This design comes from an exercise in tuning for small area on the open sky130 flow, not from production work. At most, simulation tests tie the RTL to the original design; equivalence was not proved. No driver is modelled on the clock port, so clocking that relies on it looks cheaper here than on a real chip. Power is estimated from default activity; no workload was simulated.

// SE13_Relogio_Aula
module SE13_Relogio_Aula (clk, rst, speed, dh, uh, dm, um, ds, us);
Settings: LEC_CHECK=0, CAP_MARGIN=20, CORE_MARGIN=2, CORE_UTILIZATION=40, SLEW_MARGIN=20; clock period 10.0 ns.
standard.sh (not shown) runs the stock make flow with config.mk's settings and CLKGATE_MAP_FILE= SYNTH_SCRIPT=/design/flow/synth_recipe.tcl, a recipe that flattens the netlist after the stock synthesis.
==> flow/flow/run.sh <==
#!/bin/bash
# Layout flow: the standard ORFS flow (standard.sh) with these changes:
#  1. after the standard synthesis, the combinational cells are mapped again
#     for area (flow/reopt.tcl, flow/abc_area_deep.script); registers are kept
#     exactly as the standard synthesis made them;
#  2. ports are buffered with the smallest buffer (buf_1);
#  3. the clock tree is built without dummy loads; after CTS all clock sinks
#     are driven from the root clock buffer alone (flow/post_cts.tcl), which
#     also drives all constant outputs from a single tie cell.
# Each tool's output goes to a log file of its own in this folder.
set -euo pipefail
HERE=$PWD
R=$HERE/orfs/results/$FLOW_PLATFORM/SE13_Relogio_Aula/base
PLAT=$FLOW_HOME/platforms/$FLOW_PLATFORM
LIB=$PLAT/lib/sky130_fd_sc_hd__tt_025C_1v80.lib
YOSYS=$(command -v yosys || echo $FLOW_HOME/../tools/install/yosys/bin/yosys)

bash standard.sh $R/1_2_yosys.v > synth_standard.log 2>&1
cp $R/1_2_yosys.v $HERE/standard_synth.v

DU=$(sed -n '/DONT_USE_CELLS/,/^$/p' $PLAT/config.mk | grep -o 'sky130_fd_sc_hd__[a-z0-9_]*' | sed 's/^/-dont_use /' | tr '\n' ' ')
REOPT_LIB=$LIB REOPT_IN=$HERE/standard_synth.v REOPT_TOP=$FLOW_TOP \
REOPT_SCRIPT=$HERE/flow/abc_area_deep.script REOPT_DONT_USE="$DU" REOPT_OUT=$HERE/reopt.v \
  $YOSYS -c $HERE/flow/reopt.tcl > reopt.log 2>&1
cp $HERE/reopt.v $R/1_2_yosys.v
touch $R/1_2_yosys.v

export BUFFER_PORTS_ARGS="-buffer_cell sky130_fd_sc_hd__buf_1"
export CTS_ARGS="-sink_clustering_enable -repair_clock_nets -dont_use_dummy_load -root_buf sky130_fd_sc_hd__clkbuf_4 -buf_list sky130_fd_sc_hd__clkbuf_4"
bash standard.sh $R/4_cts.odb > standard_to_cts.log 2>&1
R=$R CLK_ROOT_CELL=sky130_fd_sc_hd__clkbuf_8 COLLAPSE_CLK=0 MERGE_TIES=1 openroad -no_init -exit $HERE/flow/post_cts.tcl > post_cts.log 2>&1
bash standard.sh finish > standard.log 2>&1
==> flow/flow/post_cts.tcl <==
# After CTS: drive all clock sinks from the root clock buffer alone, and drive
# all constant outputs from a single tie cell.
read_db $::env(R)/4_cts.odb
set db [ord::get_db]
set block [ord::get_db_block]

set root [$block findInst clkbuf_0_clk]
if {$root != "NULL" && $::env(COLLAPSE_CLK)} {
  set rnet [[$root findITerm X] getNet]
  foreach inst [$block getInsts] {
    set n [$inst getName]
    if {$inst == $root} continue
    if {![string match "sky130_fd_sc_hd__clkbuf_*" [[$inst getMaster] getName]]} continue
    set ait [$inst findITerm A]
    if {[$ait getNet] != $rnet} continue
    set onet [[$inst findITerm X] getNet]
    foreach it [$onet getITerms] {
      if {[$it getInst] == $inst} continue
      $it disconnect
      $it connect $rnet
    }
    $ait disconnect
    odb::dbInst_destroy $inst
    odb::dbNet_destroy $onet
  }
  $root swapMaster [$db findMaster $::env(CLK_ROOT_CELL)]
}

set ties {}
foreach inst [$block getInsts] {
  if {[[$inst getMaster] getName] == "sky130_fd_sc_hd__conb_1"} { lappend ties $inst }
}
if {[llength $ties] > 1 && $::env(MERGE_TIES)} {
  set keep [lindex $ties 0]
  foreach pin {HI LO} {
    set knet [[$keep findITerm $pin] getNet]
    foreach t [lrange $ties 1 end] {
      set net [[$t findITerm $pin] getNet]
      if {$net == "NULL"} continue
      if {$knet == "NULL"} {
        [$t findITerm $pin] disconnect
        [$keep findITerm $pin] connect $net
        set knet $net
        continue
      }
      foreach it [$net getITerms] {
        if {[$it getInst] == $t} continue
        $it disconnect
        $it connect $knet
      }
      foreach bt [$net getBTerms] {
        $bt disconnect
        $bt connect $knet
      }
      [$t findITerm $pin] disconnect
      odb::dbNet_destroy $net
    }
  }
  foreach t [lrange $ties 1 end] { odb::dbInst_destroy $t }
}

detailed_placement
check_placement -verbose
write_db $::env(R)/4_cts.odb
Other scripts of this flow, unchanged in this note and not shown: flow/flow/abc_area_deep.script, flow/flow/reopt.tcl
The first run finished clean.
Change:
--- a/flow/flow/run.sh
+++ b/flow/flow/run.sh
@@ -6,5 +6,3 @@
 #  2. ports are buffered with the smallest buffer (buf_1);
-#  3. the clock tree is built without dummy loads; after CTS all clock sinks
-#     are driven from the root clock buffer alone (flow/post_cts.tcl), which
-#     also drives all constant outputs from a single tie cell.
+#  3. the clock tree is built from one cluster, without dummy loads.
 # Each tool's output goes to a log file of its own in this folder.
@@ -29,4 +27,2 @@
 export CTS_ARGS="-sink_clustering_enable -repair_clock_nets -dont_use_dummy_load -root_buf sky130_fd_sc_hd__clkbuf_4 -buf_list sky130_fd_sc_hd__clkbuf_4"
-bash standard.sh $R/4_cts.odb > standard_to_cts.log 2>&1
-R=$R CLK_ROOT_CELL=sky130_fd_sc_hd__clkbuf_8 COLLAPSE_CLK=0 MERGE_TIES=1 openroad -no_init -exit $HERE/flow/post_cts.tcl > post_cts.log 2>&1
 bash standard.sh finish > standard.log 2>&1
removed: flow/flow/post_cts.tcl
Effect:
- clock-buffer cell count is unchanged
- critical path depth stays the same
- synthesized cell count stays the same
- sequential share of layout area is lower by 0.41 points
- first-iteration DRC count is lower by a few percent
- global-route usage is lower by 0.72 points
- synthesized area is unchanged
- power hardly moves
- clock power stays flat
No run of this note included a check of the RTL's function; only the layout flow was run.

SE13_Relogio_Aula, a different RTL version from the one above (not shown whole).
For scale: ~51 I/O pins, roughly 1700 sq um of cells after synthesis.
==> flow/config.mk <==
export PLATFORM = sky130hd
export DESIGN_NAME = SE13_Relogio_Aula
export DESIGN_NICKNAME = SE13_Relogio_Aula
export VERILOG_FILES = /design/flow/design.v
export SDC_FILE = /design/flow/constraint.sdc
export NUM_CORES = 4
export LEC_CHECK = 0
export CAP_MARGIN = 0
export CORE_MARGIN = 2
export CORE_UTILIZATION = 25
export SLEW_MARGIN = 0
==> flow/constraint.sdc <==
create_clock -name core_clock -period 10.0 [get_ports {clk}]
set_input_delay 2.0000 -clock core_clock [delete_from_list [all_inputs] [get_ports {clk}]]
set_output_delay 2.0000 -clock core_clock [all_outputs]
set_load 0.01 [all_outputs]
==> flow/flow/run.sh <==
#!/bin/bash
# Layout flow: the standard ORFS flow (standard.sh) with these changes:
#  1. after the standard synthesis, the combinational cells are mapped again
#     for area (flow/reopt.tcl, flow/abc_area_deep.script); registers are kept
#     exactly as the standard synthesis made them;
#  2. ports are buffered with the smallest buffer (buf_1);
#  3. the clock tree uses clkbuf_4 and no dummy loads; after CTS
#     (flow/post_cts_hook.tcl) a clock buffer with many sinks becomes clkbuf_8
#     and all constant outputs are driven from a single tie cell.
# Each tool's output goes to a log file of its own in this folder.
set -euo pipefail
HERE=$PWD
R=$HERE/orfs/results/$FLOW_PLATFORM/SE13_Relogio_Aula/base
PLAT=$FLOW_HOME/platforms/$FLOW_PLATFORM
LIB=$PLAT/lib/sky130_fd_sc_hd__tt_025C_1v80.lib
YOSYS=$(command -v yosys || echo $FLOW_HOME/../tools/install/yosys/bin/yosys)

bash standard.sh $R/1_2_yosys.v > synth_standard.log 2>&1
cp $R/1_2_yosys.v $HERE/standard_synth.v

DU=$(sed -n '/DONT_USE_CELLS/,/^$/p' $PLAT/config.mk | grep -o 'sky130_fd_sc_hd__[a-z0-9_]*' | sed 's/^/-dont_use /' | tr '\n' ' ')
REOPT_LIB=$LIB REOPT_IN=$HERE/standard_synth.v REOPT_TOP=$FLOW_TOP \
REOPT_SCRIPT=$HERE/flow/abc_area_deep.script REOPT_DONT_USE="$DU" REOPT_OUT=$HERE/reopt.v \
  $YOSYS -c $HERE/flow/reopt.tcl > reopt.log 2>&1
cp $HERE/reopt.v $R/1_2_yosys.v
touch $R/1_2_yosys.v

export BUFFER_PORTS_ARGS="-buffer_cell sky130_fd_sc_hd__buf_1"
export CTS_ARGS="-sink_clustering_enable -repair_clock_nets -dont_use_dummy_load -root_buf sky130_fd_sc_hd__clkbuf_4 -buf_list sky130_fd_sc_hd__clkbuf_4"
export POST_CTS_TCL=$HERE/flow/post_cts_hook.tcl
export CLK_BIG_CELL=sky130_fd_sc_hd__clkbuf_8
export CLK_BIG_FANOUT=12
bash standard.sh finish > standard.log 2>&1
Other scripts of this flow, unchanged in this note and not shown: flow/flow/abc_area_deep.script, flow/flow/post_cts_hook.tcl, flow/flow/reopt.tcl
The first run went through all stages and came out clean.
Change:
--- a/flow/config.mk
+++ b/flow/config.mk
@@ -9,3 +9,3 @@
 export CORE_MARGIN = 2
-export CORE_UTILIZATION = 25
+export CORE_UTILIZATION = 40
 export SLEW_MARGIN = 0
After rerunning:
- via count went down slightly
- maximum frequency went up slightly
- hold slack is about the same
- worst setup slack improved by 0.070 ns
- final area went down by a few percent
- routed wire length went down by roughly a tenth
- final cell count went down by about a fifth
- power went down slightly
- sequential power is about the same
- combinational power went down by a few percent
- non-clock buffer count stays the same
Change:
--- a/flow/config.mk
+++ b/flow/config.mk
@@ -9,3 +9,3 @@
 export CORE_MARGIN = 2
-export CORE_UTILIZATION = 40
+export CORE_UTILIZATION = 60
 export SLEW_MARGIN = 0
Hold slack gets better by 0.019 ns.
Die area falls by 32%.
Synthesized cell count is unchanged.
Via count rose by 2.2%.

==> afterwards: timing with drivers on the ports <==
No port has a modelled driver above. Below, the same layouts with a new extraction and two added sets of constraints. Step 1: set_driving_cell puts a clkbuf_16 on clk and a buf_2 on each other input, an assumption about the parent block. Step 2 moves the port delays by t, midway between the first and last clock arrival at a register: inputs arrive t later, outputs are due t later. That takes back most of the time a late clock gives input paths. Slacks: ideal ports / drivers / drivers and shift; pairs: ideal ports / drivers.
run	t (ns)	setup slack, ns	pins driven straight from the clock port
the first run of note 1	0.351	5.730 / 5.727 / 5.376	1
the second run of note 1	0.351	5.730 / 5.727 / 5.376	1
the first run of note 2	0.339	5.986 / 5.973 / 5.635	1
the second run of note 2	0.352	6.056 / 6.057 / 5.705	1
the third run of note 2	0.348	6.081 / 6.074 / 5.726	1
After both steps every run listed still meets setup and hold. The setup slack of the third run of note 2, which loses most, moves by -0.007 ns with the drivers and by -0.355 ns with both steps.
